What follows belongs to an exercise in optimizing a design on an open flow for small area and a short achievable clock period; a production flow would make more cautious choices. Function was checked by simulation only, so behaviour that the tests miss may differ from the original. Power and IR drop assume default switching activity.

Design Core, start of the top module:
module Core(
  input         clock,
  input         reset,
  output [31:0] io_imem_addr,
  input  [31:0] io_imem_inst,
  output [31:0] io_dmem_addr,
  input  [31:0] io_dmem_rdata,
  output        io_dmem_wen,
  output [31:0] io_dmem_wdata,
  output        io_exit
);
Size in the first run: roughly 4,800 cells after synthesis, about 160 I/O pins, ~0.050 sq mm of cells after synthesis.
Settings: LEC_CHECK=0, CAP_MARGIN=20, CELL_PAD_IN_SITES_DETAIL_PLACEMENT=1, CELL_PAD_IN_SITES_GLOBAL_PLACEMENT=2, CORE_MARGIN=2, CORE_UTILIZATION=40, PLACE_DENSITY=0.5, SETUP_SLACK_MARGIN=3.0, SLEW_MARGIN=20, SYNTH_HIERARCHICAL=1; clock period 11.0 ns.
standard.sh (not shown) runs the stock make flow with config.mk's settings and CLKGATE_MAP_FILE= SYNTH_SCRIPT=/design/flow/synth_recipe.tcl, a recipe that flattens the netlist after the stock synthesis.
==> flow/flow/run.sh <==
#!/bin/bash
# Own layout flow: the standard synthesis unchanged, then the standard ORFS
# layout with these changes: ports are buffered with buf_4 instead of the
# buffer_ports default, timing repair may resize across cell footprints, and
# clock tree synthesis inserts no dummy load cells.
set -euo pipefail
bash standard.sh synth > synth.log 2>&1
bash standard.sh MATCH_CELL_FOOTPRINT=0 \
  "BUFFER_PORTS_ARGS=-buffer_cell sky130_fd_sc_hd__buf_4" \
  "CTS_ARGS=-sink_clustering_enable -repair_clock_nets -dont_use_dummy_load -buf_list sky130_fd_sc_hd__clkbuf_8" \
  finish > layout.log 2>&1
Change:
--- a/flow/design.v
+++ b/flow/design.v
@@ -67,17 +67,17 @@
           assign t2[gi] = ~(sel2[31] & rf_q[31][gb]);
         end
       end
       wire [2:0] u1, u2;
       wire       v1n, v2n;
       c_nand4 n10 (.a(t1[0]), .b(t1[1]), .c(t1[2]), .d(t1[3]), .y(u1[0]));
       c_nand4 n11 (.a(t1[4]), .b(t1[5]), .c(t1[6]), .d(t1[7]), .y(u1[1]));
       c_nand3 n12 (.a(t1[8]), .b(t1[9]), .c(t1[10]), .y(u1[2]));
-      assign v1n = ~(u1[0] | u1[1] | u1[2]);
+      c_nor3  n13 (.a(u1[0]), .b(u1[1]), .c(u1[2]), .y(v1n));
       c_nand4 n20 (.a(t2[0]), .b(t2[1]), .c(t2[2]), .d(t2[3]), .y(u2[0]));
       c_nand4 n21 (.a(t2[4]), .b(t2[5]), .c(t2[6]), .d(t2[7]), .y(u2[1]));
       c_nand3 n22 (.a(t2[8]), .b(t2[9]), .c(t2[10]), .y(u2[2]));
       assign v2n = ~(u2[0] | u2[1] | u2[2]);
       assign rs1_n[gb] = v1n;
       assign rs1_v[gb] = ~v1n;
       assign rs2_v[gb] = ~v2n;
     end
@@ -318,8 +318,11 @@
   assign y = ~(a ^ b);
 endmodule
 module c_a21o(input a1, input a2, input b1, output x);
   assign x = (a1 & a2) | b1;
 endmodule
 module c_xor2(input a, input b, output y);
   assign y = a ^ b;
 endmodule
+module c_nor3(input a, input b, input c, output y);
+  assign y = ~(a | b | c);
+endmodule
Outcome: Clock-buffer cell count climbs by 3. Power is about the same. Via count went down by a few percent. Sequential share of layout area stays flat. Cell area hardly moves. Clock skew shrinks by 0.030 ns. Combinational power goes down by a few percent. Register-to-register slack improves by 0.17 ns. Non-clock buffer count is lower by 14. Final cell count falls slightly. Routed wire length came out lower by a few percent. Worst setup slack is better by 0.33 ns.

--- another note on this design; it stands on its own ---

== wip/cedar ==
Design Core, start of the top module:
module Core(
  input         clock,
  input         reset,
  output [31:0] io_imem_addr,
  input  [31:0] io_imem_inst,
  output [31:0] io_dmem_addr,
  input  [31:0] io_dmem_rdata,
  output        io_dmem_wen,
  output [31:0] io_dmem_wdata,
  output        io_exit
);
For scale: roughly 160 I/O pins, ~50,000 um2 of cells after synthesis.
export LEC_CHECK = 0
export CAP_MARGIN = 20
export CELL_PAD_IN_SITES_DETAIL_PLACEMENT = 1
export CELL_PAD_IN_SITES_GLOBAL_PLACEMENT = 2
export CORE_MARGIN = 2
export CORE_UTILIZATION = 40
export PLACE_DENSITY = 0.5
export SETUP_SLACK_MARGIN = 3.5
export SLEW_MARGIN = 20
export SYNTH_HIERARCHICAL = 1
export TNS_END_PERCENT = 10
create_clock -name core_clock -period 11.0 [get_ports {clock}]
standard.sh (not shown) runs the stock make flow with config.mk's settings and CLKGATE_MAP_FILE= SYNTH_SCRIPT=/design/flow/synth_recipe.tcl, a recipe that flattens the netlist after the stock synthesis.
==> flow/flow/run.sh <==
#!/bin/bash
# Own layout flow: the standard synthesis unchanged, then the standard ORFS
# layout with these changes: ports are buffered with buf_2 instead of the
# buffer_ports default, timing repair may resize across cell footprints, and
# clock tree synthesis inserts no dummy load cells.
set -euo pipefail
bash standard.sh synth > synth.log 2>&1
bash standard.sh MATCH_CELL_FOOTPRINT=0 \
  "BUFFER_PORTS_ARGS=-buffer_cell sky130_fd_sc_hd__buf_2" \
  "CTS_ARGS=-sink_clustering_enable -repair_clock_nets -dont_use_dummy_load -buf_list sky130_fd_sc_hd__clkbuf_8" \
  finish > layout.log 2>&1
The following lists how wip/violet was set up differently from wip/cedar:
- changing SLEW_MARGIN from 20 to 10
- changing SETUP_SLACK_MARGIN from 3.5 to 2.5
- changing CAP_MARGIN from 20 to 10
Results
Layout checks on wip/violet: not met. Flow itself completed; violations: max-capacitance violations, max-slew violations. Of wip/violet and wip/cedar, wip/violet shows the lower cell count, with wip/cedar above it. Higher power after layout goes to wip/cedar over wip/violet. On wip/violet: met1 routing resource usage after global routing is 1.0 points higher than what wip/cedar gave. Placement-stage cell area across wip/violet and wip/cedar: no real change. The run showing the greater worst setup slack is wip/cedar. Per the comparison of wip/violet with wip/cedar, critical path depth shows a reduction of 1; total placed cells including tap cells shows an increase of about 0.35%.
Relative to wip/violet, the following input files were edited for wip/tundra:
- changing SLEW_MARGIN from 10 to 20
- changing CAP_MARGIN from 10 to 20
- changing SETUP_SLACK_MARGIN from 2.5 to 3.5
==> flow/flow/run.sh <==
#!/bin/bash
# Own layout flow: the standard synthesis unchanged, then the standard ORFS
# layout with these changes: ports are buffered with buf_4 instead of the
# buffer_ports default, timing repair may resize across cell footprints, and
# clock tree synthesis inserts no dummy load cells.
set -euo pipefail
bash standard.sh synth > synth.log 2>&1
bash standard.sh MATCH_CELL_FOOTPRINT=0 \
  "BUFFER_PORTS_ARGS=-buffer_cell sky130_fd_sc_hd__buf_4" \
  "CTS_ARGS=-sink_clustering_enable -repair_clock_nets -dont_use_dummy_load -buf_list sky130_fd_sc_hd__clkbuf_8" \
  finish > layout.log 2>&1
[summary]
Of wip/tundra and wip/violet, only wip/violet fails to finish with a clean layout. wip/violet finished all stages; however, its layout fails the closing checks, the failures being max-capacitance violations, max-slew violations. Taking wip/violet as the reference, in wip/tundra number of ordinary and repair buffers in the finished layout went up, final critical-path required period went down. Taking wip/violet as the reference point, the maximum clock frequency of wip/tundra rises by about 9%. The run showing the greater clock buffer count in the final layout is wip/tundra. Between wip/violet and wip/tundra, global-route wire length before repair decreased. From wip/tundra to wip/violet, total of hold buffers inserted after clock tree synthesis did not move at all. Looking at clock skew across wip/tundra and wip/violet, the one that comes out higher is wip/violet.
[inputs] wip/zinc vs wip/tundra
- SETUP_SLACK_MARGIN changed from 3.5 to 3.0
### Flow results
- On hold slack, wip/tundra tracks wip/zinc almost exactly.
- Per the comparison of wip/zinc with wip/tundra, power in combinational cells went down 4.8%; clock share of power saw little to no change.

==> separate check: timing with driven ports <==
Ports are ideal in the flow. The routed layouts listed here were re-timed in OpenROAD.
Step 1 (the two cells are an assumption about what drives the block):
set clk [get_ports {clock}]
set_driving_cell -lib_cell sky130_fd_sc_hd__clkbuf_16 $clk
set_driving_cell -lib_cell sky130_fd_sc_hd__buf_2 [delete_from_list [all_inputs] $clk]
Step 2 also shifts input and output timing later by t, the mid clock arrival at the registers, as if the neighbouring blocks saw the same clock.
Slacks: no drivers / after step 1 / after step 2; pairs: no drivers / after step 1.
| run | t (ns) | setup slack, ns | worst hold slack (ns) | cell pins on the clock port's net |
|---|---|---|---|---|
| the first run of note 1 | 0.960 | 2.160 / 2.004 / 1.947 | 0.495 / 0.495 / 0.495 | 1 |
| the second run of note 1 | 0.974 | 2.490 / 2.361 / 2.023 | 0.494 / 0.494 / 0.494 | 1 |
| wip/cedar | 0.922 | 3.012 / 2.838 / 2.235 | 0.496 / 0.496 / 0.496 | 1 |
| wip/violet | 0.978 | 2.337 / 2.312 / 1.429 | 0.494 / 0.494 / 0.494 | 1 |
| wip/tundra | 0.948 | 3.062 / 2.906 / 2.292 | 0.495 / 0.495 / 0.495 | 1 |
| wip/zinc | 0.966 | 2.746 / 2.762 / 1.817 | 0.497 / 0.497 / 0.497 | 1 |
The setup slack of wip/zinc, which loses most, moves by +0.016 ns with the drivers and by -0.929 ns with both steps.
